This design comes from an exercise in tuning for small area, a short achievable clock period and few clock cycles on the open sky130 flow, not from production work.
In this exercise RTL edits were held to simulation tests only and were not proved equivalent to the original.
Power figures rest on the tool's default switching activity, not on a simulated workload.

===== flow/flow/run.sh =====
#!/bin/bash
set -euo pipefail
export SETUP_SLACK_MARGIN=5.6
export BUFFER_PORTS_ARGS="-buffer_cell sky130_fd_sc_hd__buf_2"
bash standard.sh > standard.log 2>&1

===== flow/standard.sh =====
#!/bin/bash
# synth_recipe.tcl (not shown) runs the flow's synth.tcl, then flattens the netlist and writes it again
# the make line also repeats each setting of config.mk as NAME=value (left out here)
make -C /OpenROAD-flow-scripts/flow DESIGN_CONFIG=/design/flow/config.mk WORK_HOME=/design/flow/orfs CLKGATE_MAP_FILE= SYNTH_SCRIPT=/design/flow/synth_recipe.tcl "${@:-finish}"

===== flow/config.mk =====
export PLATFORM = sky130hd
export DESIGN_NAME = elc3_core
export DESIGN_NICKNAME = elc3_core
export VERILOG_FILES = /design/flow/design.v
export SDC_FILE = /design/flow/constraint.sdc
export NUM_CORES = 4
export LEC_CHECK = 0
export ABC_AREA = 1
export CAP_MARGIN = 20
export CORE_MARGIN = 2
export CORE_UTILIZATION = 55
export CTS_CLUSTER_DIAMETER = 100
export CTS_CLUSTER_SIZE = 18
export PLACE_DENSITY = 0.72
export SLEW_MARGIN = 20
export TNS_END_PERCENT = 100

===== flow/constraint.sdc =====
create_clock -name core_clock -period 10.0 [get_ports {clk}]
set_input_delay 2.0000 -clock core_clock [delete_from_list [all_inputs] [get_ports {clk}]]
set_output_delay 2.0000 -clock core_clock [all_outputs]
set_load 0.01 [all_outputs]

===== flow/design.v =====
module Register #(N = 16)
(
    input   logic           Clk, Reset,
    input   logic           Load,
    input   logic   [N-1:0] In,
    output  logic   [N-1:0] Out
);
    logic   [N-1:0] Next;
    always_ff @(posedge Clk) begin
        Out <= Next;
    end
    always_comb begin
        Next = Out;
        if (Reset)
            Next = {N{1'b0}};
        else if (Load)
            Next = In;
    end
endmodule
module RShiftRegister #(N = 16)
(
    input   logic           Clk, Reset,
    input   logic           Load,
    input   logic           ShiftEnable,
    input   logic           ShiftIn,
    input   logic   [N-1:0] In,
    output  logic           ShiftOut,
    output  logic   [N-1:0] Out
);
    logic   [N-1:0] Next;
    always_ff @(posedge Clk) begin
        Out <= Next;
    end
    always_comb begin
        Next = Out;
        if (Reset)
            Next = {N{1'b0}};
        else if (Load)
            Next = In;
        else if (ShiftEnable)
            Next = { ShiftIn, Out[N-1:1] };
    end
    assign ShiftOut = Out[0];
endmodule
module Mux_2to1 #(N = 16)
(
    input   logic           Select,
    input   logic   [N-1:0] In0, In1,
    output  logic   [N-1:0] Out
);
    always_comb begin
        case (Select)
            1'b0:   Out = In0;
            1'b1:   Out = In1;
        endcase
    end
endmodule
module Mux_4to1 #(N = 16)
(
    input   logic   [1:0]   Select,
    input   logic   [N-1:0] In0, In1, In2, In3,
    output  logic   [N-1:0] Out
);
    always_comb begin
        case (Select)
            2'b00:  Out = In0;
            2'b01:  Out = In1;
            2'b10:  Out = In2;
            2'b11:  Out = In3;
        endcase
    end
endmodule
module Mux_8to1 #(N = 16)
(
    input   logic   [2:0]   Select,
    input   logic   [N-1:0] In0, In1, In2, In3, In4, In5, In6, In7,
    output  logic   [N-1:0] Out
);
    always_comb begin
        case (Select)
            3'b000: Out = In0;
            3'b001: Out = In1;
            3'b010: Out = In2;
            3'b011: Out = In3;
            3'b100: Out = In4;
            3'b101: Out = In5;
            3'b110: Out = In6;
            3'b111: Out = In7;
        endcase
    end
endmodule
module DeMux_1to8 #(N = 16)
(
    input   logic   [2:0]   Select,
    input   logic   [N-1:0] In,
    output  logic   [N-1:0] Out0, Out1, Out2, Out3, Out4, Out5, Out6, Out7
);
    always_comb begin
        Out0 = {N{1'b0}};
        Out1 = {N{1'b0}};
        Out2 = {N{1'b0}};
        Out3 = {N{1'b0}};
        Out4 = {N{1'b0}};
        Out5 = {N{1'b0}};
        Out6 = {N{1'b0}};
        Out7 = {N{1'b0}};
        case (Select)
            3'b000: Out0 = In;
            3'b001: Out1 = In;
            3'b010: Out2 = In;
            3'b011: Out3 = In;
            3'b100: Out4 = In;
            3'b101: Out5 = In;
            3'b110: Out6 = In;
            3'b111: Out7 = In;
        endcase
    end
endmodule
module MuxOneHot_5to1 #(N = 16)
(
    input   logic   [4:0]   Select,
    input   logic   [N-1:0] In0, In1, In2, In3, In4,
    output  logic   [N-1:0] Out
);
    always_comb begin
        unique case (Select)
            5'b00001:   Out = In0;
            5'b00010:   Out = In1;
            5'b00100:   Out = In2;
            5'b01000:   Out = In3;
            5'b10000:   Out = In4;
            default:    Out = {N{1'b0}};
        endcase
    end
endmodule
module ALU
(
    input   logic   [1:0]   Fn,
    input   logic   [15:0]  A, B,
    output  logic   [15:0]  Out
);
    always_comb begin
        case (Fn)
            2'b00:  Out = A + B;     
            2'b01:  Out = A & B;     
            2'b10:  Out = ~A;        
            2'b11:  Out = A;         
        endcase
    end
endmodule
module RegisterFile
(
    input   logic           Clk, Reset,
    input   logic           LD_REG,              
    input   logic   [2:0]   DR, SR1, SR2,        
    input   logic   [15:0]  In,                  
    output  logic   [15:0]  SR1_Out, SR2_Out     
);
    logic           R0_Ld,  R1_Ld,  R2_Ld,  R3_Ld,  R4_Ld,  R5_Ld,  R6_Ld,  R7_Ld;
    logic   [15:0]  R0_In,  R1_In,  R2_In,  R3_In,  R4_In,  R5_In,  R6_In,  R7_In;
    logic   [15:0]  R0_Out, R1_Out, R2_Out, R3_Out, R4_Out, R5_Out, R6_Out, R7_Out;
    Register        _R0(.Clk(Clk), .Reset(Reset), .In(R0_In), .Out(R0_Out), .Load(R0_Ld));
    Register        _R1(.Clk(Clk), .Reset(Reset), .In(R1_In), .Out(R1_Out), .Load(R1_Ld));
    Register        _R2(.Clk(Clk), .Reset(Reset), .In(R2_In), .Out(R2_Out), .Load(R2_Ld));
    Register        _R3(.Clk(Clk), .Reset(Reset), .In(R3_In), .Out(R3_Out), .Load(R3_Ld));
    Register        _R4(.Clk(Clk), .Reset(Reset), .In(R4_In), .Out(R4_Out), .Load(R4_Ld));
    Register        _R5(.Clk(Clk), .Reset(Reset), .In(R5_In), .Out(R5_Out), .Load(R5_Ld));
    Register        _R6(.Clk(Clk), .Reset(Reset), .In(R6_In), .Out(R6_Out), .Load(R6_Ld));
    Register        _R7(.Clk(Clk), .Reset(Reset), .In(R7_In), .Out(R7_Out), .Load(R7_Ld));
    DeMux_1to8      _DRSelect
    (
        .In(In),
        .Out0(R0_In),
        .Out1(R1_In),
        .Out2(R2_In),
        .Out3(R3_In),
        .Out4(R4_In),
        .Out5(R5_In),
        .Out6(R6_In),
        .Out7(R7_In),
        .Select(DR)
    );
    DeMux_1to8 #(1) _LDSelect
    (
        .In(LD_REG),
        .Out0(R0_Ld),
        .Out1(R1_Ld),
        .Out2(R2_Ld),
        .Out3(R3_Ld),
        .Out4(R4_Ld),
        .Out5(R5_Ld),
        .Out6(R6_Ld),
        .Out7(R7_Ld),
        .Select(DR)
    );
    Mux_8to1        _SR1_OutMux
    (
        .In0(R0_Out),
        .In1(R1_Out),
        .In2(R2_Out),
        .In3(R3_Out),
        .In4(R4_Out),
        .In5(R5_Out),
        .In6(R6_Out),
        .In7(R7_Out),
        .Out(SR1_Out),
        .Select(SR1)
    );
    Mux_8to1        _SR2_OutMux
    (
        .In0(R0_Out),
        .In1(R1_Out),
        .In2(R2_Out),
        .In3(R3_Out),
        .In4(R4_Out),
        .In5(R5_Out),
        .In6(R6_Out),
        .In7(R7_Out),
        .Out(SR2_Out),
        .Select(SR2)
    );
endmodule
module Multiplier
(
    input   logic           Clk, Reset,
    input   logic           Run,
    input   logic   [7:0]   A, B,
    output  logic           Ready,
    output  logic   [15:0]  Out
);
    logic   [8:0]   Sum;             
    logic   [8:0]   MUL;             
    logic   [7:0]   A_Out, B_Out;    
    logic   [8:0]   A_Out_SEXT;      
    logic   [7:0]   AMUX_Out;        
    logic           A0;              
    logic           X;               
    logic           M;               
    logic           LD_A;            
    logic           LD_B;            
    logic           LD_MUL;          
    logic           LD_X;            
    logic           CLR_A;           
    logic           SH;              
    logic           AMUX;            
    logic           ADDMUX;          
    assign LD_X = M & LD_A;          
    assign AMUX = M;                 
    assign Out = { A_Out, B_Out };   
    RShiftRegister #(8) _A
    (
        .Clk(Clk),
        .Reset(Reset | CLR_A),   
        .In(AMUX_Out),
        .Out(A_Out),
        .Load(LD_A),             
        .ShiftIn(X),
        .ShiftOut(A0),
        .ShiftEnable(SH)
    );
    RShiftRegister #(8) _B
    (
        .Clk(Clk),
        .Reset(Reset),
        .In(B),
        .Out(B_Out),
        .Load(LD_B),             
        .ShiftIn(A0),
        .ShiftOut(M),
        .ShiftEnable(SH)
    );
    Register #(9)       _MUL
    (
        .Clk(Clk),
        .Reset(Reset),
        .In({ {1{A[7]}}, A }),    
        .Out(MUL),
        .Load(LD_MUL)
    );
    Register #(1)       _X
    (
        .Clk(Clk),
        .Reset(Reset | CLR_A),   
        .In(Sum[8]),
        .Out(X),
        .Load(LD_X)
    );
    Mux_2to1 #(8)       _AMUX
    (
        .In0(A_Out),
        .In1(Sum[7:0]),
        .Out(AMUX_Out),
        .Select(AMUX)
    );
    assign A_Out_SEXT = { {1{A_Out[7]}}, A_Out };    
    Mux_2to1 #(9)       _ADDMUX
    (
        .In0(A_Out_SEXT + MUL),  
        .In1(A_Out_SEXT - MUL),  
        .Out(Sum),
        .Select(ADDMUX)
    );
    logic   [3:0]   Counter, Counter_Next;
    logic           Done;
    enum logic [1:0]
    {
        Wait,
        Load,
        Multiply,
        Halt
    } State, Next_State;
    always_ff @(posedge Clk) begin
        if (Reset) begin
            Counter <= 4'h0;
            State <= Wait;
        end
        else begin
            Counter <= Counter_Next;
            State <= Next_State;
        end
    end
    always_comb begin
        Next_State = State;
        case (State)
            Wait:       Next_State = (Run) ? Load : Wait;
            Load:       Next_State = Multiply;
            Multiply:   Next_State = (Done) ? Halt : Multiply;
            Halt:       Next_State = Wait;
        endcase
    end
    always_comb begin
        CLR_A = 1'b0;
        LD_A = 1'b0;
        LD_B = 1'b0;
        LD_MUL = 1'b0;
        ADDMUX = 1'b0;
        SH = 1'b0;
        Ready = 1'b0;
        Done = 1'b0;
        Counter_Next = Counter;
        case (State)
            Wait: begin
            end
            Load: begin
                CLR_A = 1'b1;
                LD_B = 1'b1;
                LD_MUL = 1'b1;
                Counter_Next = 4'h0;
            end
            Multiply: begin
                if (Counter == 4'hE) begin
                    ADDMUX = 1'b1;
                end
                if (Counter == 4'hF) begin
                    Done = 1'b1;
                    SH = 1'b1;
                end
                else begin
                    Counter_Next = Counter + 4'h1;
                    if (Counter % 2 == 0)
                        LD_A = 1'b1;
                    else
                        SH = 1'b1;
                end
            end
            Halt: begin
                Ready = 1'b1;
            end
        endcase
    end
endmodule
module Datapath
(
    input   logic           Clk, Reset,
    input   logic   [15:0]  In,                                                   
    input   logic           LD_MAR, LD_MDR, LD_IR, LD_BEN, LD_REG, LD_CC, LD_PC,  
    input   logic           GatePC, GateMDR, GateMUL, GateALU, GateMARMUX,        
    input   logic           ADDR1MUX,                                             
    input   logic   [1:0]   ADDR2MUX, PCMUX, DRMUX, SR1MUX,                       
    input   logic           SR2MUX, MARMUX,                                       
    input   logic   [1:0]   ALUK,                                                 
    input   logic           MIO_EN,                                               
    input   logic           MUL_EN,                                               
    output  logic   [15:0]  Out,                                                  
    output  logic   [15:0]  Address,                                              
    output  logic           MUL_R,                                                
    output  logic           BEN,                                                  
    output  logic           IR_5,                                                 
	output  logic           IR_11,												  
    output  logic   [3:0]   IR_15_12,                                             
    output  logic   [15:0]  PC, IR,  
    input   logic   [15:0]  PC_In    
);
    logic   [15:0]  Bus;                                 
    logic   [3:0]   Gate;                                
    logic   [15:0]  MAR, MDR ;                    
    logic   [2:0]   SR1MUX_Out, DRMUX_Out;               
    logic   [15:0]  SR2MUX_Out;                          
    logic   [15:0]  MARMUX_Out, MDRMUX_Out, PCMUX_Out;   
    logic   [15:0]  ADDR1MUX_Out, ADDR2MUX_Out;          
    logic   [15:0]  ALU;                                 
    logic   [15:0]  MUL;                                 
    logic   [15:0]  SR1, SR2;                            
    logic           BEN_In;                              
    logic           N, Z, P;                             
    logic           N_In, Z_In, P_In;                    
    assign IR_5     = IR[5];
	assign IR_11	= IR[11];
    assign IR_15_12 = IR[15:12];
    assign Out      = MDR;                               
    assign Address  = MAR;                               
    assign N_In = Bus[15];
    assign Z_In = (Bus == 16'h0000) ? 1'b1 : 1'b0;
    assign P_In = ~N_In & ~Z_In;
    assign BEN_In = (IR[11] & N) | (IR[10] & Z) | (IR[9] & P);
    Register        _MAR
    (
        .Clk(Clk),
        .Reset(Reset),
        .In(Bus),
        .Out(MAR),
        .Load(LD_MAR)
    );
    Register        _MDR
    (
        .Clk(Clk),
        .Reset(Reset),
        .In(MDRMUX_Out),
        .Out(MDR),
        .Load(LD_MDR)
    );
    Register        _IR
    (
        .Clk(Clk),
        .Reset(Reset),
        .In(Bus),
        .Out(IR),
        .Load(LD_IR)
    );
    Register        _PC
    (
        .Clk(Clk),
        .Reset(Reset),
        .In(PCMUX_Out),
        .Out(PC),
        .Load(LD_PC)
    );
    Register #(1)   _BEN
    (
        .Clk(Clk),
        .Reset(Reset),
        .In(BEN_In),
        .Out(BEN),
        .Load(LD_BEN)
    );
    Register #(1)   _N
    (
        .Clk(Clk),
        .Reset(Reset),
        .In(N_In),
        .Out(N),
        .Load(LD_CC)
    );
    Register #(1)   _Z
    (
        .Clk(Clk),
        .Reset(Reset),
        .In(Z_In),
        .Out(Z),
        .Load(LD_CC)
    );
    Register #(1)   _P
    (
        .Clk(Clk),
        .Reset(Reset),
        .In(P_In),
        .Out(P),
        .Load(LD_CC)
    );
    RegisterFile    _GenPurposeRegs
    (
        .Clk(Clk),
        .Reset(Reset),
        .In(Bus),
        .LD_REG(LD_REG),
        .DR(DRMUX_Out),
        .SR1(SR1MUX_Out),
        .SR2(IR[2:0]),
        .SR1_Out(SR1),
        .SR2_Out(SR2)
    );
    ALU             _ALU
    (
        .A(SR1),
        .B(SR2MUX_Out),
        .Fn(ALUK),
        .Out(ALU)
    );
    Multiplier      _MUL
    (
        .Clk(Clk),
        .Reset(Reset),
        .A(SR1[7:0]),
        .B(SR2MUX_Out[7:0]),
        .Out(MUL),
        .Run(MUL_EN),
        .Ready(MUL_R)
    );
    Mux_4to1 #(3)   _DRMUX
    (
        .In0(IR[11:9]),
        .In1(3'b111),
        .In2(3'b110),
        .In3(3'b000),    
        .Out(DRMUX_Out),
        .Select(DRMUX)
    );
    Mux_4to1 #(3)   _SR1MUX
    (
        .In0(IR[11:9]),
        .In1(IR[8:6]),
        .In2(3'b110),
        .In3(3'b000),    
        .Out(SR1MUX_Out),
        .Select(SR1MUX)
    );
    Mux_2to1        _SR2MUX
    (
        .In0(SR2),
        .In1({ {11{IR[4]}}, IR[4:0] }),  
        .Out(SR2MUX_Out),
        .Select(SR2MUX)
    );
    Mux_4to1        _PCMUX
    (
        .In0(PC + 16'd1),
        .In1(Bus),
        .In2(ADDR1MUX_Out + ADDR2MUX_Out),
        .In3(PC_In),      
        .Out(PCMUX_Out),
        .Select(PCMUX)
    );
    Mux_2to1        _ADDR1MUX
    (
        .In0(PC),
        .In1(SR1),
        .Out(ADDR1MUX_Out),
        .Select(ADDR1MUX)
    );
    Mux_4to1        _ADDR2MUX
    (
        .In0(16'h0000),
        .In1({ {10{IR[ 5]}}, IR[ 5:0] }),    
        .In2({ { 7{IR[ 8]}}, IR[ 8:0] }),    
        .In3({ { 5{IR[10]}}, IR[10:0] }),    
        .Out(ADDR2MUX_Out),
        .Select(ADDR2MUX)
    );
    Mux_2to1        _MARMUX
    (
        .In0({ {8{1'b0}}, IR[7:0] }),        
        .In1(ADDR1MUX_Out + ADDR2MUX_Out),
        .Out(MARMUX_Out),
        .Select(MARMUX)
    );
    Mux_2to1        _MDRMUX
    (
        .In0(Bus),
        .In1(In),
        .Out(MDRMUX_Out),
        .Select(MIO_EN)
    );
    MuxOneHot_5to1  _GateMux
    (
        .In0(MARMUX_Out),
        .In1(ALU),
        .In2(MUL),
        .In3(MDR),
        .In4(PC),
        .Out(Bus),
        .Select({ GatePC, GateMDR, GateMUL, GateALU, GateMARMUX })
    );
endmodule
module ControlUnit
(
    input   logic           Clk, Reset,
    input   logic           Run, Continue, Step,
    input   logic           DoHalt,
    input   logic           MUL_R,
    input   logic           BEN,
    input   logic           IR_5,
    input   logic           IR_11,
    input   logic   [3:0]   IR_15_12,
    output  logic           LD_MAR, LD_MDR, LD_IR, LD_BEN, LD_REG, LD_CC, LD_PC,
    output  logic           GatePC, GateMDR, GateMUL, GateALU, GateMARMUX,
    output  logic           ADDR1MUX,
    output  logic   [1:0]   ADDR2MUX, PCMUX, DRMUX, SR1MUX,
    output  logic           SR2MUX, MARMUX,
    output  logic   [1:0]   ALUK,
    output  logic           MIO_EN, R_W,
    output  logic           MUL_EN,
    output  logic           Halted, Paused, InvalidOp,   
    output  logic   [3:0]   Opcode   
);
    assign Opcode = IR_15_12;
    assign SR2MUX = IR_5;
    enum logic [7:0]
    {
        State_00        = 8'd0,
        State_01        = 8'd1,
        State_02        = 8'd2,
        State_03        = 8'd3,
        State_04        = 8'd4,
        State_05        = 8'd5,
        State_06        = 8'd6,
        State_07        = 8'd7,
        State_09        = 8'd9,
        State_10        = 8'd10,
        State_11        = 8'd11,
        State_12        = 8'd12,
        State_13        = 8'd013,
        State_13_nR     = 8'd113,
        State_13_R      = 8'd213,
        State_14        = 8'd14,
        State_15        = 8'd15,
        State_16_nR1    = 8'd016,    
        State_16_nR2    = 8'd116,
        State_16_R      = 8'd216,    
        State_18        = 8'd18,
        State_20        = 8'd20,
        State_21        = 8'd21,
        State_22        = 8'd22,
        State_23        = 8'd23,
        State_24_nR1    = 8'd024,
        State_24_nR2    = 8'd124,
        State_24_R      = 8'd224,
        State_25_nR1    = 8'd025,
        State_25_nR2    = 8'd125,
        State_25_R      = 8'd225,
        State_26        = 8'd26,
        State_27        = 8'd27,
        State_28_nR1    = 8'd028,
        State_28_nR2    = 8'd128,
        State_28_R      = 8'd228,
        State_29_nR1    = 8'd029,
        State_29_nR2    = 8'd129,
        State_29_R      = 8'd229,
        State_30        = 8'd30,
        State_31        = 8'd31,
        State_32        = 8'd32,
        State_33_nR1    = 8'd033,
        State_33_nR2    = 8'd133,
        State_33_R      = 8'd233,
        State_35        = 8'd35,
        INVALID         = 8'd253,
        START           = 8'd254,
        HALT            = 8'd255
    } State, Next_State;
    always_ff @(posedge Clk) begin
        if (Reset || DoHalt)
            State <= HALT;
        else
            State <= Next_State;
    end
    always_comb begin
        Next_State = State;      
        case (State)
            State_18:       Next_State = State_33_nR1;
            State_33_nR1:   Next_State = State_33_nR2;
            State_33_nR2:   Next_State = State_33_R;
            State_33_R:     Next_State = State_35;
            State_35: begin
                if (Step && ~Continue)
                    Next_State = State_35;
                else
                    Next_State = State_32;
            end
            State_32: begin
                if (Step && Continue)
                    Next_State = State_32;
                else begin
                    case (Opcode)
                        4'b0000:    Next_State = State_00;       
                        4'b0001:    Next_State = State_01;       
                        4'b0010:    Next_State = State_02;       
                        4'b0011:    Next_State = State_03;       
                        4'b0100:    Next_State = State_04;       
                        4'b0101:    Next_State = State_05;       
                        4'b0110:    Next_State = State_06;       
                        4'b0111:    Next_State = State_07;       
                        4'b1001:    Next_State = State_09;       
                        4'b1010:    Next_State = State_10;       
                        4'b1011:    Next_State = State_11;       
                        4'b1100:    Next_State = State_12;       
                        4'b1101:    Next_State = State_13;       
                        4'b1110:    Next_State = State_14;       
                        4'b1111:    Next_State = State_15;       
                        default:    Next_State = INVALID;        
                    endcase
                end
            end
            State_00:       Next_State = (BEN) ? State_22 : State_18;    
            State_22:       Next_State = State_18;
            State_01:       Next_State = State_18;
            State_02:       Next_State = State_25_nR1;
            State_03:       Next_State = State_23;
            State_04:       Next_State = (IR_11) ? State_21 : State_20;  
            State_20:       Next_State = State_18;
            State_21:       Next_State = State_18;
            State_05:       Next_State = State_18;
            State_06:       Next_State = State_25_nR1;
            State_07:       Next_State = State_23;
            State_09:       Next_State = State_18;
            State_10:       Next_State = State_24_nR1;
            State_24_nR1:   Next_State = State_24_nR2;
            State_24_nR2:   Next_State = State_24_R;
            State_24_R:     Next_State = State_26;
            State_26:       Next_State = State_25_nR1;
            State_11:       Next_State = State_29_nR1;
            State_29_nR1:   Next_State = State_29_nR2;
            State_29_nR2:   Next_State = State_29_R;
            State_29_R:     Next_State = State_31;
            State_31:       Next_State = State_23;
            State_12:       Next_State = State_18;
            State_13:       Next_State = State_13_nR;
            State_13_nR:    Next_State = (MUL_R) ? State_13_R : State_13_nR;
            State_13_R:     Next_State = State_18;
            State_14:       Next_State = State_18;
            State_15:       Next_State = State_28_nR1;
            State_28_nR1:   Next_State = State_28_nR2;
            State_28_nR2:   Next_State = State_28_R;
            State_28_R:     Next_State = State_30;
            State_30:       Next_State = State_18;
            State_23:       Next_State = State_16_nR1;
            State_16_nR1:   Next_State = State_16_nR2;
            State_16_nR2:   Next_State = State_16_R;
            State_16_R:     Next_State = State_18;
            State_25_nR1:   Next_State = State_25_nR2;
            State_25_nR2:   Next_State = State_25_R;
            State_25_R:     Next_State = State_27;
            State_27:       Next_State = State_18;
            INVALID: begin
                if (Continue)
                    Next_State = HALT;
                else
                    Next_State = INVALID;
            end
            START: begin
                if (~Run)
                    Next_State = State_18;
                else
                    Next_State = START;
            end
            HALT: begin
                if (Run)
                    Next_State = START;
                else
                    Next_State = HALT;
            end
        endcase
    end
    always_comb begin
        LD_MAR      = 1'b0;
        LD_MDR      = 1'b0;
        LD_IR       = 1'b0;
        LD_BEN      = 1'b0;
        LD_REG      = 1'b0;
        LD_CC       = 1'b0;
        LD_PC       = 1'b0;
        GatePC      = 1'b0;
        GateMDR     = 1'b0;
        GateMUL     = 1'b0;
        GateALU     = 1'b0;
        GateMARMUX  = 1'b0;
        ADDR1MUX    = 1'b0;
        ADDR2MUX    = 2'b00;
        PCMUX       = 2'b00;
        DRMUX       = 2'b00;
        SR1MUX      = 2'b00;
        MARMUX      = 1'b0;
        ALUK        = 2'b00;
        MIO_EN      = 1'b0;
        R_W         = 1'b0;
        MUL_EN      = 1'b0;
        Halted      = 1'b0;
        Paused      = 1'b0;
        InvalidOp   = 1'b0;
        case (State)
            State_18: begin 
                GatePC = 1'b1;       
                LD_MAR = 1'b1;       
                PCMUX = 2'b00;       
                LD_PC = 1'b1;        
            end
            State_33_nR1:
                MIO_EN = 1'b1;       
            State_33_nR2:
                MIO_EN = 1'b1;       
            State_33_R: begin 
                MIO_EN = 1'b1;       
                LD_MDR = 1'b1;       
            end
            State_35: begin 
                GateMDR = 1'b1;      
                LD_IR = 1'b1;        
                Paused = 1'b1;
            end
            State_32:
                LD_BEN = 1'b1;       
            State_00: begin
            end
            State_22: begin
                ADDR1MUX = 1'b0;
                ADDR2MUX = 2'b10;
                PCMUX = 2'b10;
                LD_PC = 1'b1;
            end
            State_01: begin
                DRMUX = 2'b00;
                SR1MUX = 2'b01;
                ALUK = 2'b00;
                GateALU = 1'b1;
                LD_REG = 1'b1;
                LD_CC = 1'b1;
            end
            State_02: begin
                ADDR1MUX = 1'b0;
                ADDR2MUX = 2'b10;
                MARMUX = 1'b1;
                GateMARMUX = 1'b1;
                LD_MAR = 1'b1;
            end
            State_03: begin
                ADDR1MUX = 1'b0;
                ADDR2MUX = 2'b10;
                MARMUX = 1'b1;
                GateMARMUX = 1'b1;
                LD_MAR = 1'b1;
            end
            State_04: begin
                DRMUX = 2'b01;
                GatePC = 1'b1;
                LD_REG = 1'b1;
            end
            State_20: begin
                SR1MUX = 2'b01;
                ADDR1MUX = 1'b1;
                ADDR2MUX = 2'b00;
                PCMUX = 2'b10;
                LD_PC = 1'b1;
            end
            State_21: begin
                PCMUX = 2'b10;
                ADDR1MUX = 1'b0;
                ADDR2MUX = 2'b11;
                LD_PC = 1'b1;
            end
            State_05: begin
                DRMUX = 2'b00;
                SR1MUX = 2'b01;
                ALUK = 2'b01;
                GateALU = 1'b1;
                LD_REG = 1'b1;
                LD_CC = 1'b1;
            end
            State_06: begin
                SR1MUX = 2'b01;
                ADDR1MUX = 1'b1;
                ADDR2MUX = 2'b01;
                MARMUX = 1'b1;
                GateMARMUX = 1'b1;
                LD_MAR = 1'b1;
            end
            State_07: begin
                SR1MUX = 2'b01;
                ADDR1MUX = 1'b1;
                ADDR2MUX = 2'b01;
                MARMUX = 1'b1;
                GateMARMUX = 1'b1;
                LD_MAR = 1'b1;
            end
            State_09: begin
                DRMUX = 2'b00;
                SR1MUX = 2'b01;
                ALUK = 2'b10;
                GateALU = 1'b1;
                LD_REG = 1'b1;
                LD_CC = 1'b1;
            end
            State_10: begin
                ADDR1MUX = 1'b0;
                ADDR2MUX = 2'b10;
                MARMUX = 1'b1;
                GateMARMUX = 1'b1;
                LD_MAR = 1'b1;
            end
            State_24_nR1: begin
                MIO_EN = 1'b1;
            end
            State_24_nR2: begin
                MIO_EN = 1'b1;
            end
            State_24_R: begin
                MIO_EN = 1'b1;
                LD_MDR = 1'b1;
            end
            State_26: begin
                GateMDR = 1'b1;
                LD_MAR = 1'b1;
            end
            State_11: begin
                ADDR1MUX = 1'b0;
                ADDR2MUX = 2'b10;
                MARMUX = 1'b1;
                GateMARMUX = 1'b1;
                LD_MAR = 1'b1;
            end
            State_29_nR1: begin
                MIO_EN = 1'b1;
            end
            State_29_nR2: begin
                MIO_EN = 1'b1;
            end
            State_29_R: begin
                MIO_EN = 1'b1;
                LD_MDR = 1'b1;
            end
            State_31: begin
                LD_MAR = 1'b1;
                GateMDR = 1'b1;
            end
            State_12: begin
                SR1MUX = 2'b01;
                ADDR1MUX = 1'b1;
                ADDR2MUX = 2'b00;
                PCMUX = 2'b10;
                LD_PC = 1'b1;
            end
            State_13: begin
                SR1MUX = 2'b01;
                MUL_EN = 1'b1;
            end
            State_13_nR: begin
                SR1MUX = 2'b01;
            end
            State_13_R: begin
                DRMUX = 2'b00;
                GateMUL = 1'b1;
                LD_REG = 1'b1;
                LD_CC = 1'b1;
            end
            State_14: begin
                DRMUX = 2'b00;
                ADDR1MUX = 1'b0;
                ADDR2MUX = 2'b10;
                MARMUX = 1'b1;
                GateMARMUX = 1'b1;
                LD_REG = 1'b1;
                LD_CC = 1'b1;
            end
            State_15: begin
                MARMUX = 1'b0;
                GateMARMUX = 1'b1;
                LD_MAR = 1'b1;
            end
            State_28_nR1: begin
                MIO_EN = 1'b1;
                DRMUX = 2'b01;
                GatePC = 1'b1;
                LD_REG = 1'b1;
            end
            State_28_nR2: begin
                MIO_EN = 1'b1;
                DRMUX = 2'b01;
                GatePC = 1'b1;
                LD_REG = 1'b1;
            end
            State_28_R: begin
                MIO_EN = 1'b1;
                DRMUX = 2'b01;
                GatePC = 1'b1;
                LD_REG = 1'b1;
                LD_MDR = 1'b1;
            end
            State_30: begin
                GateMDR = 1'b1;
                PCMUX = 2'b01;
                LD_PC = 1'b1;
            end
            State_23: begin
                SR1MUX = 2'b00;
                ALUK = 2'b11;
                GateALU = 1'b1;
                LD_MDR = 1'b1;
            end
            State_16_nR1: begin
                MIO_EN = 1'b1;
                R_W = 1'b1;
            end
            State_16_nR2: begin
                MIO_EN = 1'b1;
                R_W = 1'b1;
            end
            State_16_R: begin
                MIO_EN = 1'b0;
                R_W = 1'b0;
            end
            State_25_nR1: begin
                MIO_EN = 1'b1;
            end
            State_25_nR2: begin
                MIO_EN = 1'b1;
            end
            State_25_R: begin
                MIO_EN = 1'b1;
                LD_MDR = 1'b1;
            end
            State_27: begin
                GateMDR = 1'b1;
                LD_REG = 1'b1;
                LD_CC = 1'b1;
            end
            INVALID:
                InvalidOp = 1'b1;
            HALT: begin
                Halted = 1'b1;
                PCMUX = 2'b11;   
                LD_PC = 1'b1;
                LD_CC = 1'b1;
            end
        endcase
    end
endmodule
module MemoryControlUnit
(
    input   logic           Clk, Reset,
    input   logic           MIO_EN,
    input   logic           R_W,
    input   logic   [15:0]  Address,
    input   logic   [15:0]  Data_FromSRAM,
    input   logic   [15:0]  Data_FromCPU,
    input   logic   [15:0]  Data_FromKeyboard,
    input   logic           Keypress,
    input   logic           DisplayReady,
    output  logic           DisplayWE,
    output  logic           Mem_CE, Mem_OE, Mem_WE,
    output  logic           Mem_LB, Mem_UB,
    output  logic           DoHalt,
    output  logic   [15:0]  Data_ToSRAM,
    output  logic   [15:0]  Data_ToCPU,
    output  logic   [15:0]  Data_ToVideo
);
    logic           LD_KBSR;
    logic           LD_DDR;
    logic           LD_DSR;
    logic           CLR_KBSR;
    logic           CLR_DSR;
    logic   [15:0]  KBDR, KBSR;
    logic   [15:0]  DDR, DSR;
    logic           DisplayWE_Out;
    assign LD_KBSR = Keypress && Data_FromKeyboard != 16'h0000;
    assign LD_DSR = DisplayReady;
    logic   [1:0]   INMUX;
    assign Data_ToSRAM = Data_FromCPU;
    assign Data_ToVideo = DDR;
    assign Mem_CE = 1'b1;
    assign Mem_LB = 1'b1;
    assign Mem_UB = 1'b1;
    always_ff @(posedge Clk) begin
        if (Reset)
            DisplayWE <= 1'b0;
        else
            DisplayWE <= DisplayWE_Out;
    end
    always_comb begin
        CLR_KBSR        = 1'b0;
        CLR_DSR         = 1'b0;
        LD_DDR          = 1'b0;
        INMUX           = 2'b00;
        Mem_OE          = 1'b0;
        Mem_WE          = 1'b0;
        DisplayWE_Out   = 1'b0;
        DoHalt          = 1'b0;
        unique case (Address)
            16'hFE00: begin
                if (MIO_EN) begin
                    INMUX = 2'b01;
                end
            end
            16'hFE02: begin
                if (MIO_EN && !R_W) begin
                    INMUX = 2'b10;
                    CLR_KBSR = 1'b1;
                end
            end
            16'hFE04: begin
                if (MIO_EN && !R_W) begin
                    INMUX = 2'b11;
                end
            end
            16'hFE06: begin
                if (MIO_EN && R_W) begin
                    LD_DDR = 1'b1;
                    CLR_DSR = 1'b1;
                    DisplayWE_Out = 1'b1;
                end
            end
            16'hFFFF: begin
                if (MIO_EN && R_W)
                    DoHalt = 1'b1;
            end
            default : begin
                if (MIO_EN) begin
                    if (R_W)
                        Mem_WE = 1'b1;
                    else begin
                        Mem_OE = 1'b1;
                        INMUX = 2'b00;
                    end
                end
            end
        endcase
    end
    Register        _KBDR
    (
        .Clk(Clk),
        .Reset(Reset),
        .In(Data_FromKeyboard),
        .Out(KBDR),
        .Load(~KBSR[15])
    );
    Register        _KBSR
    (
        .Clk(Clk),
        .Reset(Reset | CLR_KBSR),
        .In(16'h8000),
        .Out(KBSR),
        .Load(LD_KBSR)
    );
    Register        _DDR
    (
        .Clk(Clk),
        .Reset(Reset),
        .In(Data_FromCPU),
        .Out(DDR),
        .Load(LD_DDR)
    );
    Register        _DSR
    (
        .Clk(Clk),
        .Reset(Reset | CLR_DSR),
        .In(16'h8000),
        .Out(DSR),
        .Load(LD_DSR)
    );
    Mux_4to1        _INMUX
    (
        .In0(Data_FromSRAM),
        .In1(KBSR),
        .In2(KBDR),
        .In3(DSR),
        .Out(Data_ToCPU),
        .Select(INMUX)
    );
endmodule
module Synchronizer #(N = 1)
(
    input   logic           Clk,
    input   logic   [N-1:0] In,
    output  logic   [N-1:0] Out
);
    always_ff @(posedge Clk) begin
        Out <= In;
    end
endmodule
module elc3_core
(
    input   logic           clk,
    input   logic           reset,
    input   logic           run,
    input   logic           cont,
    input   logic           step,
    input   logic   [15:0]  start_pc,
    output  logic           halted,
    output  logic           paused,
    output  logic           invalid_op,
    output  logic   [15:0]  pc,
    output  logic   [15:0]  ir,
    output  logic   [15:0]  mem_addr,
    output  logic           mem_oe,
    output  logic           mem_we,
    output  logic   [15:0]  mem_wdata,
    input   logic   [15:0]  mem_rdata,
    input   logic   [7:0]   key_data,
    input   logic           key_valid,
    input   logic           disp_ready,
    output  logic           disp_we,
    output  logic   [7:0]   disp_data
);
    logic s_halt, s_f, s_e, s_p, s_ml, s_ms, s_mi, s_mt, s_inv;
    logic n_halt, n_f, n_e, n_p, n_ml, n_ms, n_mi, n_mt, n_inv;
    logic [15:0] PC, A, IR, WD;
    logic [7:0][15:0] R;
    logic N, Z, P;
    assign P = ~N & ~Z;
    logic [2:0] pdr;         
    logic       pst;         
    logic       oe, we, dwe, haltf;
    logic [1:0] rsel;        
    logic io_hi, io_kbsr, io_kbdr, io_dsr, io_ddr, io_halt, io_any;
    assign io_hi   = A[15:9] == 7'h7F;
    assign io_kbsr = io_hi & A[8:0] == 9'h000;
    assign io_kbdr = io_hi & A[8:0] == 9'h002;
    assign io_dsr  = io_hi & A[8:0] == 9'h004;
    assign io_ddr  = io_hi & A[8:0] == 9'h006;
    assign io_halt = io_hi & A[8:0] == 9'h1FF;
    assign io_any  = io_hi & ((A[8:3] == 6'd0 & ~A[0]) | A[8:0] == 9'h1FF);
    assign oe    = ~s_ms & ~io_any;
    assign we    = s_ms & ~io_any;
    assign dwe   = s_ms & io_ddr;
    assign haltf = io_halt;
    assign rsel  = io_kbdr ? 2'd2 : io_dsr ? 2'd3 : (io_kbsr | io_ddr | io_halt) ? 2'd1 : 2'd0;
    logic       kbsr, dsr;
    assign halted     = s_halt;
    assign paused     = s_p;
    assign invalid_op = s_inv;
    assign pc         = PC;
    assign ir         = IR;
    assign mem_addr   = A;
    assign mem_oe     = oe;
    assign mem_we     = we;
    assign mem_wdata  = WD;
    assign disp_we    = dwe;
    assign disp_data  = WD[7:0];
    logic [15:0] mem_in;
    always_comb begin
        case (rsel)
            2'd0: mem_in = mem_rdata;
            2'd1: mem_in = {kbsr, 15'd0};
            2'd2: mem_in = {8'd0, key_data};
            default: mem_in = {dsr, 15'd0};
        endcase
    end
    logic [3:0] op;
    assign op = IR[15:12];
    logic o_br, o_add, o_ld, o_st, o_jsr, o_and, o_ldr, o_str, o_rti, o_not,
          o_ldi, o_sti, o_jmp, o_mul, o_lea, o_trap;
    assign o_br   = op == 4'd0;
    assign o_add  = op == 4'd1;
    assign o_ld   = op == 4'd2;
    assign o_st   = op == 4'd3;
    assign o_jsr  = op == 4'd4;
    assign o_and  = op == 4'd5;
    assign o_ldr  = op == 4'd6;
    assign o_str  = op == 4'd7;
    assign o_rti  = op == 4'd8;
    assign o_not  = op == 4'd9;
    assign o_ldi  = op == 4'd10;
    assign o_sti  = op == 4'd11;
    assign o_jmp  = op == 4'd12;
    assign o_mul  = op == 4'd13;
    assign o_lea  = op == 4'd14;
    assign o_trap = op == 4'd15;
    logic [2:0]  sr2a;       
    logic [15:0] sr1, sr2, op2;
    assign sr1  = R[IR[8:6]];
    assign sr2  = R[sr2a];
    assign op2  = IR[5] ? {{11{IR[4]}}, IR[4:0]} : sr2;
    logic        pd_base_sr1, pd_sr2;
    logic [15:0] base, offs, immv, sum;
    logic [3:0]  pd_imm;     
    assign immv = ({16{pd_imm[0]}} & {{11{IR[4]}}, IR[4:0]}) |
                  ({16{pd_imm[1]}} & {{10{IR[5]}}, IR[5:0]}) |
                  ({16{pd_imm[2]}} & {{7{IR[8]}}, IR[8:0]}) |
                  ({16{pd_imm[3]}} & {{5{IR[10]}}, IR[10:0]});
    assign offs = pd_sr2 ? sr2 : immv;
    assign base = pd_base_sr1 ? sr1 : PC;
    add16 u_add (.a(base), .b(offs), .s(sum));
    logic [15:0] a_xor_b, a_or_b;
    assign a_xor_b = base ^ offs;
    assign a_or_b  = base | offs;
    logic [1:0]  mcnt;
    logic        mlast;
    logic [2:0]  mdig;
    logic        b_one, b_two, b_neg;
    logic [9:0]  mh, mpp, mhn;
    logic [15:0] prod;
    assign mlast = mcnt == 2'd3;
    always_comb begin
        case (mcnt)
            2'd0: mdig = {op2[1:0], 1'b0};
            2'd1: mdig = op2[3:1];
            2'd2: mdig = op2[5:3];
            default: mdig = op2[7:5];
        endcase
    end
    assign b_one = mdig[1] ^ mdig[0];
    assign b_two = (mdig[2] & ~mdig[1] & ~mdig[0]) | (~mdig[2] & mdig[1] & mdig[0]);
    assign b_neg = mdig[2] & ~(mdig[1] & mdig[0]);
    assign mh    = (mcnt == 2'd0) ? 10'd0 : WD[15:6];
    assign mpp   = ((b_one ? {{2{sr1[7]}}, sr1[7:0]} : 10'd0) |
                    (b_two ? {sr1[7], sr1[7:0], 1'b0} : 10'd0)) ^ {10{b_neg}};
    add10 u_madd (.a(mh), .b(mpp), .cin(b_neg), .s(mhn));
    assign prod  = {mhn, WD[5:0]};
    logic [15:0] eres, andv;
    logic        sel_sum, sel_and, sel_not, sel_mul, sel_pc, sel_ld;
    assign andv    = sr1 & op2;
    assign sel_ld  = s_ml & ~reset;
    assign sel_and = s_e & o_and & ~reset;
    assign sel_not = s_e & o_not & ~reset;
    assign sel_mul = s_e & o_mul & ~reset;
    assign sel_pc  = s_e & (o_jsr | o_trap) & ~reset;
    assign sel_sum = s_e & (o_add | o_lea) & ~reset;
    assign eres = ({16{sel_and}} & andv) | ({16{sel_not}} & ~sr1) |
                  ({16{sel_mul}} & prod) | ({16{sel_pc}} & PC);
    logic z_sum, z_oth;
    assign z_sum = &(~(a_xor_b ^ {a_or_b[14:0], 1'b0}));    
    assign z_oth = ~|(eres | ({16{sel_ld}} & mem_in));
    logic ben;
    assign ben = (IR[11] & N) | (IR[10] & Z) | (IR[9] & P);
    logic e_mem, e_redirect, e_wr, e_cc;
    assign e_mem      = o_ld | o_st | o_ldr | o_str | o_ldi | o_sti;
    assign e_redirect = (o_br & ben) | o_jmp | (o_jsr & (IR[11] | IR[8:6] != 3'd7));
    assign e_wr       = o_add | o_and | o_not | o_mul | o_lea | o_jsr | o_trap;
    assign e_cc       = o_add | o_and | o_not | o_mul | o_lea;
    logic        wr_en, cc_en;
    logic [2:0]  wr_a;
    logic [15:0] wr_d;
    assign wr_en = (s_e & e_wr & (~o_mul | mlast)) | s_ml;
    assign cc_en = (s_e & e_cc & (~o_mul | mlast)) | s_ml;
    assign wr_a  = s_ml ? pdr : ((o_jsr | o_trap) ? 3'd7 : IR[11:9]);
    assign wr_d  = eres | ({16{sel_ld}} & mem_in) | ({16{sel_sum}} & sum);
    logic [15:0] PC1;
    inc16 u_inc (.a(PC), .s(PC1));
    logic [15:0] nA, nPC;
    logic refetch;
    logic a_start, a_pc1, a_sum, a_pc, a_min, a_vect, a_hold;
    assign refetch = A == PC;
    assign a_start = s_halt;
    assign a_pc1   = (s_f & ~run) | s_ml | (s_ms & ~haltf & ~refetch) |
                     (s_e & ~o_rti & ~o_trap & ~e_mem & ~e_redirect & (~o_mul | mlast));
    assign a_sum   = s_e & ~o_rti & ~o_trap & (e_mem | e_redirect);
    assign a_pc    = s_ms & ~haltf & refetch;
    assign a_min   = s_mi | s_mt;
    assign a_vect  = s_e & o_trap;
    assign a_hold  = ~(a_start | a_pc1 | a_sum | a_pc | a_min | a_vect);
    assign nPC = ({16{a_start}} & start_pc) | ({16{a_pc1}} & PC1) |
                 ({16{a_sum & e_redirect}} & sum) | ({16{s_mt}} & mem_in);
    assign nA = ({16{a_start}} & start_pc) | ({16{a_pc1}} & PC1) | ({16{a_sum}} & sum) |
                ({16{a_pc}} & PC) | ({16{a_min}} & mem_in) | ({16{a_vect}} & {8'd0, IR[7:0]}) |
                ({16{a_hold}} & A);
    logic        ld_ir, ld_pc;
    always_comb begin
        n_halt = 1'b0; n_f = 1'b0; n_e = 1'b0; n_p = 1'b0; n_ml = 1'b0;
        n_ms = 1'b0; n_mi = 1'b0; n_mt = 1'b0; n_inv = 1'b0;
        ld_ir = 1'b0;
        ld_pc = 1'b0;
        if (s_halt) begin
            ld_pc = 1'b1;
            if (run) n_f = 1'b1; else n_halt = 1'b1;
        end
        if (s_f) begin
            ld_ir = 1'b1;
            if (run) n_f = 1'b1;
            else begin
                ld_pc = 1'b1;
                if (step) n_p = 1'b1; else n_e = 1'b1;
            end
        end
        if (s_p) begin
            if (cont) n_e = 1'b1; else n_p = 1'b1;
        end
        if (s_e) begin
            if (o_rti) n_inv = 1'b1;
            else if (o_trap) begin
                n_mt = 1'b1;
            end else if (e_mem) begin
                ld_ir = 1'b1;
                if (o_ldi | o_sti) n_mi = 1'b1;
                else if (o_ld | o_ldr) n_ml = 1'b1;
                else n_ms = 1'b1;
            end else if (e_redirect) begin
                ld_pc = 1'b1;
                n_f = 1'b1;
            end else if (o_mul & ~mlast) begin
                n_e = 1'b1;
            end else begin
                ld_pc = 1'b1; ld_ir = 1'b1;
                if (step) n_p = 1'b1; else n_e = 1'b1;
            end
        end
        if (s_ml) begin
            ld_pc = 1'b1;
            if (step) n_p = 1'b1; else n_e = 1'b1;
        end
        if (s_ms) begin
            if (haltf) n_halt = 1'b1;
            else if (refetch) begin
                n_f = 1'b1;      
            end else begin
                ld_pc = 1'b1;
                if (step) n_p = 1'b1; else n_e = 1'b1;
            end
        end
        if (s_mi) begin
            if (pst) n_ms = 1'b1; else n_ml = 1'b1;
        end
        if (s_mt) begin
            ld_pc = 1'b1;
            n_f = 1'b1;
        end
        if (s_inv) begin
            if (cont) n_halt = 1'b1; else n_inv = 1'b1;
        end
    end
    always_ff @(posedge clk) begin
        if (reset) begin
            s_halt <= 1'b1; s_f <= 1'b0; s_e <= 1'b0; s_p <= 1'b0; s_ml <= 1'b0;
            s_ms <= 1'b0; s_mi <= 1'b0; s_mt <= 1'b0; s_inv <= 1'b0;
        end else begin
            s_halt <= n_halt; s_f <= n_f; s_e <= n_e; s_p <= n_p; s_ml <= n_ml;
            s_ms <= n_ms; s_mi <= n_mi; s_mt <= n_mt; s_inv <= n_inv;
        end
        A <= nA;
        if (ld_pc) PC <= nPC;
        if (ld_ir) begin
            IR   <= mem_in;
            sr2a <= (mem_in[13] & mem_in[12]) ? mem_in[11:9] : mem_in[2:0];
            pd_sr2 <= mem_in[15:12] == 4'd1 && !mem_in[5];
            pd_imm[0] <= mem_in[15:12] == 4'd1;
            pd_imm[1] <= mem_in[15:12] == 4'd6 || mem_in[15:12] == 4'd7;
            pd_imm[2] <= mem_in[15:12] != 4'd1 && mem_in[15:12] != 4'd6 &&
                         mem_in[15:12] != 4'd7 && mem_in[15:12] != 4'd4 &&
                         mem_in[15:12] != 4'd12;
            pd_imm[3] <= mem_in[15:12] == 4'd4 && mem_in[11];
            pd_base_sr1 <= mem_in[15:12] == 4'd1 || mem_in[15:12] == 4'd6 ||
                           mem_in[15:12] == 4'd7 || mem_in[15:12] == 4'd12 ||
                           (mem_in[15:12] == 4'd4 && !mem_in[11]);
        end
        if (s_e & e_mem) begin
            pdr <= IR[11:9];
            pst <= o_sti;
        end
        if (s_e & e_mem)
            WD <= sr2;
        else if (s_e & o_mul)
            WD <= {mhn[9], mhn[9], mhn[9:2], mhn[1:0], WD[5:2]};
        mcnt <= (s_e & o_mul) ? mcnt + 2'd1 : 2'd0;
    end
    always_ff @(posedge clk) begin
        if (s_halt) begin
            N <= 1'b0; Z <= 1'b1;
        end else if (cc_en) begin
            N <= wr_d[15];
            Z <= sel_sum ? z_sum : z_oth;
        end
    end
    logic [15:0] wr_d0;
    assign wr_d0 = wr_d;     
    genvar gi;
    generate
        for (gi = 0; gi < 8; gi++) begin : g_r
            always_ff @(posedge clk)
                if (reset | (wr_en & wr_a == gi)) R[gi] <= wr_d0;
        end
    endgenerate
    always_ff @(posedge clk) begin
        if (reset | (s_mi | s_ml | s_mt | s_f | s_e) & rsel == 2'd2)
            kbsr <= 1'b0;
        else if (key_valid && key_data != 8'd0)
            kbsr <= 1'b1;
        if (reset | dwe)
            dsr <= 1'b0;
        else if (disp_ready)
            dsr <= 1'b1;
    end
endmodule
module add16
(
    input   logic   [15:0]  a, b,
    output  logic   [15:0]  s
);
    logic [15:0] g0, p0, g1, p1, g2, p2, g3, p3, g4;
    assign g0 = a & b;
    assign p0 = a ^ b;
    assign g1 = g0 | (p0 & {g0[14:0], 1'b0});
    assign p1 = p0 & {p0[14:0], 1'b0};
    assign g2 = g1 | (p1 & {g1[13:0], 2'b0});
    assign p2 = p1 & {p1[13:0], 2'b0};
    assign g3 = g2 | (p2 & {g2[11:0], 4'b0});
    assign p3 = p2 & {p2[11:0], 4'b0};
    assign g4 = g3 | (p3 & {g3[7:0], 8'b0});
    assign s  = p0 ^ {g4[14:0], 1'b0};
endmodule
module add10
(
    input   logic   [9:0]   a, b,
    input   logic           cin,
    output  logic   [9:0]   s
);
    logic [10:0] g0, p0, g1, p1, g2, p2, g3, p3, g4;
    assign g0 = {a & b, cin};
    assign p0 = {a ^ b, 1'b0};
    assign g1 = g0 | (p0 & {g0[9:0], 1'b0});
    assign p1 = p0 & {p0[9:0], 1'b0};
    assign g2 = g1 | (p1 & {g1[8:0], 2'b0});
    assign p2 = p1 & {p1[8:0], 2'b0};
    assign g3 = g2 | (p2 & {g2[6:0], 4'b0});
    assign p3 = p2 & {p2[6:0], 4'b0};
    assign g4 = g3 | (p3 & {g3[2:0], 8'b0});
    assign s  = p0[10:1] ^ g4[9:0];
endmodule
module inc16
(
    input   logic   [15:0]  a,
    output  logic   [15:0]  s
);
    logic [15:0] c1, c2, c4, c8;
    assign c1 = {a[14:0], 1'b1};
    assign c2 = c1 & {c1[14:0], 1'b1};
    assign c4 = c2 & {c2[13:0], 2'b11};
    assign c8 = c4 & {c4[11:0], 4'hF};
    assign s  = a ^ (c8 & {c8[7:0], 8'hFF});
endmodule

==> flow_metrics.tcl, run 1 <==
set metrics [dict create \
    status "finished clean" \
    min_from "mcnt[0]" \
    fin_skew_ns 0.02939 \
    worstMarginPinSlew_ns 1.307 \
    nNetsFinal 2127 \
    reg2reg_from "sr2a[0]" \
    yosysSeqAreaShare_pct 42.52 \
    initial_core_util_pct 55.40 \
    core_area_um2 26730 \
    postSynth.asyncResetShare_pct 0 \
    cts_sinks 220 \
    mostFrequentLayoutCell "nand2_1" \
    hpwl_mm 36.58 \
    cp-start-kind "flip-flop" \
    cts.hold.buffers_added 0 \
    cts_buffer_depth 3 \
    max_slew_margin_pct 11.98 \
    area_growth_pct 14.21 \
    p_leak_nw 7.513 \
    htreeDepth 1 \
    required_ns 10.44 \
    synth-edff-count 189 \
    fp-row-count 60 \
    grt_util_all_layers_pct 35.03 \
    synthTopCellsByArea "edfxtp_1 (38%), nand2_1 (9.8%), inv_1 (7.4%)" \
    path_class "flip-flop to flip-flop" \
    drt_wl_total_mm 53.10 \
    worst_slack_ns 5.671 \
    powerDensity_nw_per_um2 145.4 \
    ios 125 \
    setup.worst_path.end_class "flip-flop" \
    cp_slowest_cell "edfxtp_1" \
    grt_pass1_vias 12920 \
    grt_first_pass_wirelength_mm 75.59 \
    slowest_delay_ns 0.51 \
    fin_crit_ns 4.329 \
    ant_nets 0 \
    portBuffers 124 \
    netlist_area_um2 14810 \
    die_area_um2 28250 \
    via_per_inst 6.207 \
    drv_cap 0 \
    routedWlPerCell_um 22.25 \
    grt-ovfl-total 0 \
    tritoncts "done" \
    drt_iter0_drc 2178 \
    drcViolationCount 0 \
    synth_nets 2009 \
    critPathMaxFanout 23 \
    clock_latency_ns 0.52 \
    die_width_um 168.1 \
    cts.clk_slew.worst_paths_ns 0.09 \
    drv_slew 0 \
    drive_above_1_share_pct 15.90 \
    final_cell_mix "nand2_1 (371), inv_1 (283), edfxtp_1 (189), o21ai_0 (153), nor2_1 (148)" \
    avgSynthCellArea_um2 7.728 \
    cts-root-buf "clkbuf_16" \
    final_hold_viol_count 0 \
    hold_path_class "flip-flop to flip-flop" \
    cts_made_buffers 16 \
    worst_ir_drop_vdd_mv 0.1152 \
    dr.pass1.iters 7 \
    path_common_cell "nand2_1" \
    cp-startpoint "sr2a[0]" \
    synth_top_area_share_pct 38.33 \
    ys.flop_type "edfxtp_1" \
    ys_ff_latch 220 \
    fmax_ghz 0.2310 \
    synth_area_leader_cell "edfxtp_1" \
    setup_viol 0 \
    antenna_found_initial 2 \
    die_h_um 168.1 \
    rsz0062_at_grt "no" \
    fin_tns_setup_ns 0 \
    grt_max_degree 93 \
    yosysWarnings 1 \
    vias 14820 \
    min_period_over_period_pct 43.29 \
    gp_congestion 1.039 \
    arrival_ns 4.77 \
    synth_cells 1916 \
    place_ws_ns 4.589 \
    ys_types 60 \
]
-- worst paths after layout --
kind             end  slack, ns  depth (start not counted)
min reg2reg  mcnt[0]       0.47                          1
min          mcnt[0]       0.47                          1
max reg2reg        Z       5.67                         28
max                Z       5.67                         28
-- metrics by stage --
step	util, %	area, µm²	power (mW)	instances	hold WS, ns
finish	63.27	16910	2.459	2387	0.4700
detailed placement	58.36	15600	1.708	2316	0.4634
global placement	58.36	15600	1.702	2316	0.4472
floorplan	-	14810	1.510	1916	0.4332
CTS	60.80	16250	2.375	2349	0.4789
global route	63.25	16910	2.541	2385	0.4891
-- final cells by class --
type,count,area (µm²)
clock inverters,3,43.79
fillers,2368,9816
diodes,2,5.005
well taps,341,426.7
flip-flops and latches,220,6296
repair inverters,1,11.26
repair buffers,184,1247
clock buffers,25,455.4
multi-input cells,1307,7212
inverters,304,1212
-- cell families (layout without fill, tap and decap cells) --
family / after synthesis / count (layout) / synth area share, %
AO/OA/AOI/OAI: 472 / 472 / 18.78
XOR/XNOR: 41 / 41 / 2.425
adder cells (fa/ha/maj): 46 / 46 / 3.938
buffers and inverters: 389 / 517 / 10.74
flip-flops: 220 / 220 / 42.52
other: 0 / 2 / 0
AND/OR/NAND/NOR: 748 / 748 / 21.59
-- registers in the layout, indices dropped and copies added, names as in the netlist, 2 cells and up --
signal and cells:
R 128, A 16, IR 16, PC 16, WD 16, pd_imm 4
pdr 3, sr2a 3, mcnt 2
-- worst max-delay path, delay by kind of cell (launching register included) --
family / cells / cell delay, ns
and+or+nand+nor: 15 / 1.45
buffers and inverters: 6 / 0.79
AOI/OAI and AO/OA: 4 / 0.77
DFF: 1 / 0.51
adders and majority gates: 2 / 0.51
xor gates and xnor gates: 1 / 0.23
-- metal layers --
layer  wire [µm]  global-route usage (%)  up-vias
li1            -                       -     6711
met4        2505                   12.41        2
met2       22780                   53.02     1042
met3        6951                   6.676      182
met1       20850                   50.52     6878
met5          13                       0        -
-- synthesized netlist by cell type (all sizes together), types with 3 or more instances --
cell type	number
o31ai	5
o22ai	17
nand3	147
nand2	400
nor3	22
clkbuf	38
nand4	7
o21ai	185
a22oi	9
or2	4
o21bai	5
a211oi	9
nand3b	3
o221ai	16
xnor2	10
o211ai	34
a32oi	8
dfxtp	31
a21oi	154
nor2	156
xor2	31
a221oi	7
buf	47
inv	302
nor4	6
ha	45
o2111ai	9
edfxtp	189
-- power breakdown --
part	switching [mW]	total (mW)	internal (mW)
combinational	0.453	0.676	0.224
clock	0.334	0.677	0.343
sequential	0.0557	1.11	1.05
total	0.842	2.46	1.62
-- repair_timing --
item,CTS,global route
pin swaps,0,27
endpoints found under the setup margin,130,81
gates resized for setup,37,79
buffers inserted,5,26
cloned,0,9
hold endpoints to repair,0,0
Testbench counts, summed over its fixed seeds: cycles 232,092.
==> run 2, diff against run 1 <==
--- a/flow/config.mk
+++ b/flow/config.mk
@@ -9,8 +9,8 @@
 export CAP_MARGIN = 20
 export CORE_MARGIN = 2
 export CORE_UTILIZATION = 55
-export CTS_CLUSTER_DIAMETER = 100
-export CTS_CLUSTER_SIZE = 18
+export CTS_CLUSTER_DIAMETER = 90
+export CTS_CLUSTER_SIZE = 28
 export PLACE_DENSITY = 0.72
 export SLEW_MARGIN = 20
 export TNS_END_PERCENT = 100
==> run 2 against run 1 <==
Register-to-register slack improved by 0.04 ns. Power is 2.5% lower. Combinational power is essentially flat. Sequential cell count is the same. Worst hold slack improved by 0.0058 ns. Die area unchanged. Synthesized area unchanged. Utilization shrank 0.28 points. Still clean.
==> flow_metrics.tcl, run 2 <==
set metrics [dict create \
    ys_ff_latch 220 \
    fin_crit_ns 4.347 \
    yosysMostFrequentCell "nand2_1" \
    p_leak_nw 7.498 \
    cts.clk_slew.worst_paths_ns 0.11 \
    setup.worst_path.end_class "flip-flop" \
    path_class "primary input to flip-flop" \
    drt_wl_total_mm 53.13 \
    cp-start-kind "primary input" \
    grt_use_met3_pct 7.405 \
    grt_util_all_layers_pct 34.86 \
    power.switching_mw 0.8452 \
    place_ws_ns 4.589 \
    grt_first_pass_wirelength_mm 75.27 \
    mostFrequentLayoutCell "nand2_1" \
    grt_pass1_vias 13030 \
    clock_latency_ns 0.51 \
    postSynth.asyncResetShare_pct 0 \
    powerDensity_nw_per_um2 142.4 \
    final_hold_viol_count 0 \
    critPathMaxFanout 11 \
    cp_slowest_cell "nor3b_1" \
    antenna_found_initial 2 \
    ys_types 60 \
    fin_skew_ns 0.03813 \
    grt-ovfl-total 0 \
    rsz0062_at_grt "yes" \
    max_slew_margin_pct 14.54 \
    synth_top_area_share_pct 38.33 \
    fin_tns_setup_ns 0 \
    regMostFlops "R" \
    antennaDiodeCount 0 \
    cp-startpoint "reset" \
    synth_nets 2009 \
    status "finished clean" \
    slowest_delay_ns 0.31 \
    synth_area_leader_cell "edfxtp_1" \
    synth_cells 1916 \
    p_clk_share_pct 25.7 \
    reg2reg_depth 33 \
    p_seq_share_pct 46.2 \
    area_growth_pct 13.70 \
    cts_made_buffers 13 \
    crit_end "Z" \
    via_per_inst 6.228 \
    initial_core_util_pct 55.40 \
    min_period_over_period_pct 43.47 \
    drv_cap 0 \
    drt_iter0_drc 2458 \
    worst_slack_ns 5.653 \
    p_int_mw 1.552 \
    met1_usage_pct 49.40 \
    core_area_um2 26730 \
    required_ns 10.40 \
    die_width_um 168.1 \
    rrSetupSlack_ns 5.71 \
    path_common_cell "nand2_1" \
    synthTopCellsByArea "edfxtp_1 (38%), nand2_1 (9.8%), inv_1 (7.4%)" \
    worstMarginPinSlew_ns 1.269 \
    worst_ir_drop_vdd_mv 0.1387 \
    combPwrFrac_pct 28.1 \
    cts_buffer_depth 3 \
    drcViolationCount 0 \
    ios 125 \
    gp_congestion 1.039 \
    portBuffers 124 \
    dr.pass1.iters 9 \
    top_usage_layer "met2" \
    setup_viol 0 \
    synth-edff-count 189 \
    arrival_ns 4.75 \
    netlist_area_um2 14810 \
    tritoncts "done" \
    vias 14820 \
    power_switching_share_pct 35.26 \
    drv_slew 0 \
    yosysSeqAreaShare_pct 42.52 \
    cts-root-buf "clkbuf_16" \
    cp_cell_sequence "buf_2 -> nor2_2 -> nand2_1 -> nor2_2 -> inv_1 -> nor2_4 -> inv_1 -> nor3b_1 -> nor2_1 -> nand2_1 -> nor2_1 -> nand2_1 -> nor2_1 -> nand3_1 -> nor2_1 -> nand2_1 -> nor2_1 -> nand3_1 -> nor2_1 -> nand2_1 -> nand2_1 -> nand2_1 -> nand2_1" \
    grt_max_degree 93 \
    reg2reg_from "sr2a[0]" \
    fp-row-count 60 \
    routedWlPerCell_um 22.33 \
    reg2reg_to "Z" \
    grt_use_met2_pct 53.40 \
    hold_path_class "flip-flop to flip-flop" \
    hpwl_mm 36.58 \
    ys.flop_type "edfxtp_1" \
    avgSynthCellArea_um2 7.728 \
    die_h_um 168.1 \
    yosysWarnings 1 \
    ant_nets 0 \
    htreeDepth 1 \
    cts_sinks 220 \
    drive_above_1_share_pct 15.90 \
    fmax_ghz 0.2300 \
    final_cell_mix "nand2_1 (370), inv_1 (285), edfxtp_1 (189), o21ai_0 (152), nor2_1 (147)" \
    largest_reg_flops 128 \
    die_area_um2 28250 \
    synthTopCellsByCount "nand2_1 (388), inv_1 (291), edfxtp_1 (189)" \
    nNetsFinal 2126 \
]
[run 2: cell types whose count changed in the layout (fill, tap and decap cells not counted), sizes merged]
cell,change
diode,-2
clkbuf,-11
inv,+3
buf,+2
[run 2: layer usage]
| metal | vias to the layer above | routed length, µm |
|---|---|---|
| met5 | - | 13 |
| met4 | 2 | 2107 |
| met3 | 158 | 7129 |
| met2 | 1066 | 23140 |
| met1 | 6881 | 20740 |
| li1 | 6710 | - |
[run 2: cells by family (layout without fill, tap and decap cells)]
family | count (synthesis) | count (layout) | share of synthesized area (%)
AOI/OAI and AO/OA | 472 | 472 | 18.78
xor gates and xnor gates | 41 | 41 | 2.425
adders and majority gates | 46 | 46 | 3.938
buffers and inverters | 389 | 511 | 10.74
DFF | 220 | 220 | 42.52
and+or+nand+nor | 748 | 748 | 21.59
[run 2: worst min-delay path by stage]
stage / start / to / cells after the start
global route: mcnt[0] / mcnt[0] / 1
floorplan: mcnt[0] / mcnt[0] / 1
global placement: mcnt[0] / mcnt[0] / 1
finish: mcnt[0] / mcnt[0] / 1
CTS: kbsr / kbsr / 2
detailed placement: mcnt[0] / mcnt[0] / 1
[run 2: area by class of cell]
cell class              count  area (µm²)
repair buffers            186        1274
repair inverters            1       11.26
multi-input cells        1307        7184
inverters                 304        1217
clock inverters             6       96.34
well taps                 341       426.7
fillers                  2371        9891
clock buffers              14       329.1
flip-flops and latches    220        6296
[run 2: metrics by stage]
step | hold slack, ns | utilization, % | cells | cell area [µm²] | total power, mW
floorplan | 0.4332 | - | 1916 | 14810 | 1.510
global placement | 0.4472 | 58.36 | 2316 | 15600 | 1.702
detailed placement | 0.4634 | 58.36 | 2316 | 15600 | 1.708
CTS | 0.4830 | 60.50 | 2340 | 16170 | 2.313
global route | 0.4943 | 62.99 | 2379 | 16830 | 2.478
finish | 0.4758 | 62.99 | 2379 | 16830 | 2.397
[run 2: power by group through the flow]
| stage | registers, mW | clock network (mW) | logic [mW] |
|---|---|---|---|
| after floorplan | 1.11 | 0 | 0.399 |
| after global placement | 1.12 | 0 | 0.579 |
| after detailed placement | 1.12 | 0 | 0.585 |
| after CTS | 1.10 | 0.613 | 0.599 |
| after global routing | 1.11 | 0.643 | 0.726 |
| final | 1.11 | 0.617 | 0.674 |
[run 2: worst max-delay path, delay by kind of cell]
family,cells,cell delay (ns)
and+or+nand+nor,20,2.11
buffers and inverters,3,0.63
[run 2: repair_timing]
action / CTS / global route
gates cloned: 0 / 10
pin swaps: 0 / 21
gates resized for setup: 38 / 80
endpoints found under the hold margin: 0 / 0
buffers inserted: 4 / 28
hold buffers: 0 / 0
setup endpoints to repair: 130 / 81

static timing again, ports no longer ideal:
The results above use ideal ports. As a check the final layouts listed here were re-extracted and re-timed, cells and wires unchanged.
Step 1 (the two cells are an assumption about what drives the block):
set clk [get_ports {clk}]
set_driving_cell -lib_cell sky130_fd_sc_hd__clkbuf_16 $clk
set_driving_cell -lib_cell sky130_fd_sc_hd__buf_2 [delete_from_list [all_inputs] $clk]
Step 2, shift: input delay + t, output delay - t, t = (earliest + latest rising clock arrival at the registers) / 2. This alone moves slack from input paths to output paths.
Slacks: ideal / step 1 / step 2; pairs: ideal / step 1.
| run | t (ns) | setup WS [ns] | worst slew at a driven data input, ns |
|---|---|---|---|
| run 1 | 0.552 | 5.671 / 5.671 / 5.224 | 0.05 |
| run 2 | 0.540 | 5.653 / 5.687 / 5.147 | 0.05 |
After both steps setup and hold are still met in every run listed. The setup slack of run 2, which loses most, moves by +0.034 ns with the drivers and by -0.506 ns with both steps.
